This design comes from an exercise in tuning for small area on the open sky130 flow, not from production work. In this exercise RTL edits were held to simulation tests only and were not proved equivalent to the original. The clock port is modelled as an ideal driver; clocking choices that lean on that would not hold on a real chip. Power figures rest on the tool's default switching activity, not on a simulated workload.

==> run a <==
Design DFM, start of the top module:
module DFM(Sys_CLK, Sys_RST, D8, Uart_Tx);
input Sys_CLK, Sys_RST, D8;
output Uart_Tx;
function [19:0] inc20;
  input [19:0] t;
  input ci, clr;
  integer i;
  reg c;
  begin
    c = ci;
    for (i = 0; i < 20; i = i + 1) begin
      inc20[i] = ~clr & (t[i] ^ c);
      c = c & t[i];
    end
  end
endfunction
integer j;
reg [1:0] q;
reg [7:0] v;
reg [5:0] sl;
reg armed;          
wire tick = ~q[1] & q[0];
wire z = (sl == 6'd47);      
wire sl_end = sl_last & (v == 8'd44);
reg [7:0] v_n;
reg [5:0] sl_n;
reg rc;
always @(*) begin
  rc = tick;
  for (j = 0; j < 8; j = j + 1) begin
    v_n[j] = v[j] ^ rc;
    rc = rc & v[j];
  end
  v_n[0] = v_n[0] | rc;       
  rc = tick & (v == 8'd12);
  for (j = 0; j < 6; j = j + 1) begin
    sl_n[j] = sl[j] ^ rc;
    rc = rc & sl[j];
  end
end
always @(posedge Sys_CLK or negedge Sys_RST)
  if (!Sys_RST) begin
    q <= 2'd0; v <= 8'd43; sl <= 6'd47; armed <= 1'b0;
  end else begin
    q <= {q[1] ^ q[0], ~q[0]};
    if (tick & sl_end) begin
      v <= 8'd13;
      sl <= 6'd14;
    end else begin
      v <= v_n;
      sl <= sl_n;
    end
    if (tick & sl_end & ~z) armed <= 1'b1;
  end
reg d_buf, d_buf1;
wire d_rise = d_buf & ~d_buf1;
reg [7:0] pc;       
reg pg;             
reg rg;             
  ...
==> flow/config.mk <==
export PLATFORM = sky130hd
export DESIGN_NAME = DFM
export DESIGN_NICKNAME = DFM
export VERILOG_FILES = /design/flow/design.v
export SDC_FILE = /design/flow/constraint.sdc
export NUM_CORES = 4
export LEC_CHECK = 0
export CAP_MARGIN = 20
export CORE_MARGIN = 2
export CORE_UTILIZATION = 40
export SLEW_MARGIN = 20
==> flow/constraint.sdc <==
create_clock -name core_clock -period 10.0 [get_ports {Sys_CLK}]
set_input_delay 2.0000 -clock core_clock [delete_from_list [all_inputs] [get_ports {Sys_CLK}]]
set_output_delay 2.0000 -clock core_clock [all_outputs]
set_load 0.01 [all_outputs]
standard.sh (not shown) runs the stock make flow with config.mk's settings and CLKGATE_MAP_FILE= SYNTH_SCRIPT=/design/flow/synth_recipe.tcl, a recipe that flattens the netlist after the stock synthesis.
==> flow/flow/run.sh <==
#!/bin/bash
# Standard layout, except:
#  * ports are buffered with buf_1 instead of the default buffer cell;
#  * the clock tree uses a clkbuf_8 root and clkbuf_4 leaf buffers, without
#    dummy loads; leaf buffers whose clock-pin slew would come out high are
#    swapped for clkbuf_8 before routing (flow/clkfix.tcl).
set -e
export BUFFER_PORTS_ARGS="-buffer_cell sky130_fd_sc_hd__buf_1"
export CTS_ARGS="-sink_clustering_enable -repair_clock_nets -dont_use_dummy_load -root_buf sky130_fd_sc_hd__clkbuf_8 -buf_list sky130_fd_sc_hd__clkbuf_4"
bash standard.sh cts > standard_cts.log 2>&1
openroad -no_init -exit flow/clkfix.tcl > clkfix.log 2>&1
bash standard.sh > standard_finish.log 2>&1
==> flow/flow/clkfix.tcl <==
# Swap clock leaf buffers (clkbuf_4) for clkbuf_8 where the estimated slew at
# a flip-flop clock pin they drive is over the limit below.
set limit_ps 130
set res orfs/results/sky130hd/DFM/base
set plat $::env(FLOW_HOME)/platforms/sky130hd
read_db $res/4_cts.odb
read_liberty $plat/lib/sky130_fd_sc_hd__tt_025C_1v80.lib
read_sdc $res/4_cts.sdc
source $plat/setRC.tcl
set_propagated_clock [all_clocks]
estimate_parasitics -placement
set block [ord::get_db_block]
set big [[ord::get_db] findMaster sky130_fd_sc_hd__clkbuf_8]
set changed 0
foreach inst [$block getInsts] {
  if {[[$inst getMaster] getName] ne "sky130_fd_sc_hd__clkbuf_4"} { continue }
  set net [[$inst findITerm X] getNet]
  if {$net eq "NULL"} { continue }
  set worst 0
  foreach pin [get_pins -of_objects [get_nets [$net getName]] -filter "direction == input"] {
    foreach p {slew_max_rise slew_max_fall} {
      set s [get_property $pin $p]
      set worst [expr {max($worst, $s)}]
    }
  }
  puts "[$inst getName] [$net getName] worst slew $worst"
  if {$worst * 1000.0 > $limit_ps} {
    $inst swapMaster $big
    incr changed
  }
}
puts "upsized $changed"
# Synthesis sizes some logic cells up for speed; the clock period leaves
# plenty of slack, so swap them back to the smallest size of the same cell
# and let repair_design fix any slew or capacitance limit this breaks.
set db [ord::get_db]
set down 0
foreach inst [$block getInsts] {
  set name [[$inst getMaster] getName]
  if {[$inst isFixed]} { continue }
  if {![regexp {^(sky130_fd_sc_hd__[a-z0-9]+)_([0-9]+)$} $name -> base size]} { continue }
  if {$size <= 1} { continue }
  if {[regexp {clkbuf|clkinv|^sky130_fd_sc_hd__df|^sky130_fd_sc_hd__edf|^sky130_fd_sc_hd__buf_|tap|fill|decap} $name]} { continue }
  set best ""
  foreach s {0 1} {
    set m [$db findMaster ${base}_$s]
    if {$m ne "NULL"} { set best $m; break }
  }
  if {$best ne "" && [$best getWidth] < [[$inst getMaster] getWidth]} {
    $inst swapMaster $best
    incr down
  }
}
puts "downsized $down"
estimate_parasitics -placement
set_dont_use [get_lib_cells {sky130_fd_sc_hd__probe* sky130_fd_sc_hd__lpflow_*}]
repair_design
puts "setup slack [worst_slack -max] hold slack [worst_slack -min]"
detailed_placement
check_placement
write_db $res/4_cts.odb
==> run b (differences from run a) <==
==> flow/flow/clkfix.tcl (replaced) <==
# Swap clock leaf buffers (clkbuf_4) for clkbuf_8 where the estimated slew at
# a flip-flop clock pin they drive is over the limit below.
set limit_ps 130
set res orfs/results/sky130hd/DFM/base
set plat $::env(FLOW_HOME)/platforms/sky130hd
read_db $res/4_cts.odb
read_liberty $plat/lib/sky130_fd_sc_hd__tt_025C_1v80.lib
read_sdc $res/4_cts.sdc
source $plat/setRC.tcl
set_propagated_clock [all_clocks]
estimate_parasitics -placement
set block [ord::get_db_block]
set big [[ord::get_db] findMaster sky130_fd_sc_hd__clkbuf_8]
set changed 0
foreach inst [$block getInsts] {
  if {[[$inst getMaster] getName] ne "sky130_fd_sc_hd__clkbuf_4"} { continue }
  set net [[$inst findITerm X] getNet]
  if {$net eq "NULL"} { continue }
  set worst 0
  foreach pin [get_pins -of_objects [get_nets [$net getName]] -filter "direction == input"] {
    foreach p {slew_max_rise slew_max_fall} {
      set s [get_property $pin $p]
      set worst [expr {max($worst, $s)}]
    }
  }
  puts "[$inst getName] [$net getName] worst slew $worst"
  if {$worst * 1000.0 > $limit_ps} {
    $inst swapMaster $big
    incr changed
  }
}
puts "upsized $changed"
if {$changed} {
  detailed_placement
  check_placement
}
write_db $res/4_cts.odb
--- a/flow/config.mk
+++ b/flow/config.mk
@@ -9,3 +9,3 @@
 export CORE_MARGIN = 2
-export CORE_UTILIZATION = 40
+export CORE_UTILIZATION = 65
 export SLEW_MARGIN = 20
==> run c (differences from run a) <==
==> flow/flow/run.sh (replaced) <==
#!/bin/bash
# Standard layout, except:
#  * the combinational logic of the standard synthesis is mapped again for
#    area (flow/resynth.tcl); the flip-flops are left exactly as synthesized;
#  * ports are buffered with buf_1 instead of the default buffer cell;
#  * the clock tree uses a clkbuf_8 root and clkbuf_4 leaf buffers, without
#    dummy loads; after it, leaf buffers whose clock-pin slew would come out
#    high are swapped for clkbuf_8, and logic cells that were sized up are
#    swapped back to the smallest size (flow/clkfix.tcl).
set -e
YOSYS=$FLOW_HOME/../tools/install/yosys/bin/yosys
[ -x "$YOSYS" ] || YOSYS=yosys
export BUFFER_PORTS_ARGS="-buffer_cell sky130_fd_sc_hd__buf_1"
export CTS_ARGS="-sink_clustering_enable -repair_clock_nets -dont_use_dummy_load -root_buf sky130_fd_sc_hd__clkbuf_8 -buf_list sky130_fd_sc_hd__clkbuf_4"
R=orfs/results/sky130hd/DFM/base
bash standard.sh synth > standard_synth.log 2>&1
cp $R/1_2_yosys.v synth_standard.v
$YOSYS -c flow/resynth.tcl > resynth.log 2>&1
rm -f $R/1_synth.odb $R/1_synth.sdc
bash standard.sh cts > standard_cts.log 2>&1
openroad -no_init -exit flow/clkfix.tcl > clkfix.log 2>&1
bash standard.sh > standard_finish.log 2>&1
==> flow/flow/area.abc (new file) <==
&get -n
&st
&dch -f
&nf -p -R 1000
&put
--- a/flow/flow/clkfix.tcl
+++ b/flow/flow/clkfix.tcl
@@ -2,3 +2,3 @@
 # a flip-flop clock pin they drive is over the limit below.
-set limit_ps 130
+set limit_ps 105
 set res orfs/results/sky130hd/DFM/base
==> flow/flow/resynth.tcl (new file) <==
# Re-map the combinational logic of the standard synthesis for area.
# The flip-flops are kept as they are (black boxes, same instances, names
# and cell types); everything between them is flattened to gates and mapped
# again by ABC with an area-oriented script (flow/area.abc).
set lib $::env(FLOW_HOME)/platforms/sky130hd/lib/sky130_fd_sc_hd__tt_025C_1v80.lib
set res orfs/results/sky130hd/DFM/base
yosys read_liberty -ignore_miss_func $lib
yosys blackbox sky130_fd_sc_hd__df* sky130_fd_sc_hd__edf* sky130_fd_sc_hd__sdf* sky130_fd_sc_hd__sedf* sky130_fd_sc_hd__dl*
yosys read_verilog synth_standard.v
yosys hierarchy -top $::env(FLOW_TOP)
yosys flatten
yosys opt -purge
set dont_use {}
foreach c {sky130_fd_sc_hd__lpflow_bleeder_1 sky130_fd_sc_hd__lpflow_clkbufkapwr_1 sky130_fd_sc_hd__lpflow_clkbufkapwr_16 sky130_fd_sc_hd__lpflow_clkbufkapwr_2 sky130_fd_sc_hd__lpflow_clkbufkapwr_4 sky130_fd_sc_hd__lpflow_clkbufkapwr_8 sky130_fd_sc_hd__lpflow_clkinvkapwr_1 sky130_fd_sc_hd__lpflow_clkinvkapwr_16 sky130_fd_sc_hd__lpflow_clkinvkapwr_2 sky130_fd_sc_hd__lpflow_clkinvkapwr_4 sky130_fd_sc_hd__lpflow_clkinvkapwr_8 sky130_fd_sc_hd__lpflow_decapkapwr_12 sky130_fd_sc_hd__lpflow_decapkapwr_3 sky130_fd_sc_hd__lpflow_decapkapwr_4 sky130_fd_sc_hd__lpflow_decapkapwr_6 sky130_fd_sc_hd__lpflow_decapkapwr_8 sky130_fd_sc_hd__lpflow_inputiso0n_1 sky130_fd_sc_hd__lpflow_inputiso0p_1 sky130_fd_sc_hd__lpflow_inputiso1n_1 sky130_fd_sc_hd__lpflow_inputiso1p_1 sky130_fd_sc_hd__lpflow_inputisolatch_1 sky130_fd_sc_hd__lpflow_isobufsrc_1 sky130_fd_sc_hd__lpflow_isobufsrc_16 sky130_fd_sc_hd__lpflow_isobufsrc_2 sky130_fd_sc_hd__lpflow_isobufsrc_4 sky130_fd_sc_hd__lpflow_isobufsrc_8 sky130_fd_sc_hd__lpflow_isobufsrckapwr_16 sky130_fd_sc_hd__lpflow_lsbuf_lh_hl_isowell_tap_1 sky130_fd_sc_hd__lpflow_lsbuf_lh_hl_isowell_tap_2 sky130_fd_sc_hd__lpflow_lsbuf_lh_hl_isowell_tap_4 sky130_fd_sc_hd__lpflow_lsbuf_lh_isowell_4 sky130_fd_sc_hd__lpflow_lsbuf_lh_isowell_tap_1 sky130_fd_sc_hd__lpflow_lsbuf_lh_isowell_tap_2 sky130_fd_sc_hd__lpflow_lsbuf_lh_isowell_tap_4 sky130_fd_sc_hd__probe_p_8 sky130_fd_sc_hd__probec_p_8 } { lappend dont_use -dont_use $c }
yosys abc -script flow/area.abc -liberty $lib {*}$dont_use
yosys setundef -zero
yosys splitnets
yosys opt_clean -purge
yosys hilomap -singleton -hicell sky130_fd_sc_hd__conb_1 HI -locell sky130_fd_sc_hd__conb_1 LO
yosys select $::env(FLOW_TOP)
yosys write_verilog -noattr -noexpr -nohex -nodec -selected $res/1_2_yosys.v
yosys select -clear
yosys tee -o resynth_stat.txt stat -liberty $lib
==> comparison <==
Synthesized cell count: run a is lower than run c (about 6%). Of run c and run b, run b has the higher clock skew (gap 12 ps). Of run a and run c, run c has the higher global-route usage (gap 1.4 points). In critical path depth, run a and run b do not differ.
==> figures <==
| quantity | run c | run b | run a |
|---|---|---|---|
| Fraction of power spent switching nets | 21.8% | 19.1% | 18.8% |
| Post-Synth Adder-Cell Area | - | 15.2% | 15.2% |
| Worst slew margin | 39.8% | 41.8% | 38.6% |
| Met3 Routed Length | 530 µm | 426 µm | 485 µm |
| Run status | complete, no violations | complete, no violations | complete, no violations |
| Synthesized net count | 547 | 594 | 594 |
| Area share of and/or/nand/nor cells after synthesis | - | 13.1% | 13.1% |
| Fraction of synthesized cell area taken by the top area cell type | - | 29.8% | 29.8% |
| Met1 GRT Util | 20.1% | 28.6% | 17.7% |
| Multiplexer area fraction after synthesis | - | 2.10% | 2.10% |

## port drivers added, routing unchanged
Ports are ideal in the flow. The routed layouts listed here were re-timed in OpenROAD. Step 1: set_driving_cell puts a clkbuf_16 on Sys_CLK and a buf_2 on each other input, an assumption about the parent block. Step 2 times the ports against the registers' clock, not the clock port: input delays grow and output delays shrink by t, the midpoint of the rising clock arrivals with the driver on. Slacks: ideal ports / drivers / drivers and shift; pairs: ideal ports / drivers.
| run | t, ns | setup WS [ns] | pins driven straight from the clock port |
|---|---|---|---|
| run a | 0.442 | 4.750 / 4.750 / 4.750 | 1 |
| run b | 0.432 | 4.785 / 4.785 / 4.785 | 1 |
| run c | 0.462 | 5.331 / 5.331 / 5.331 | 1 |
After both steps every run listed still meets setup and hold.
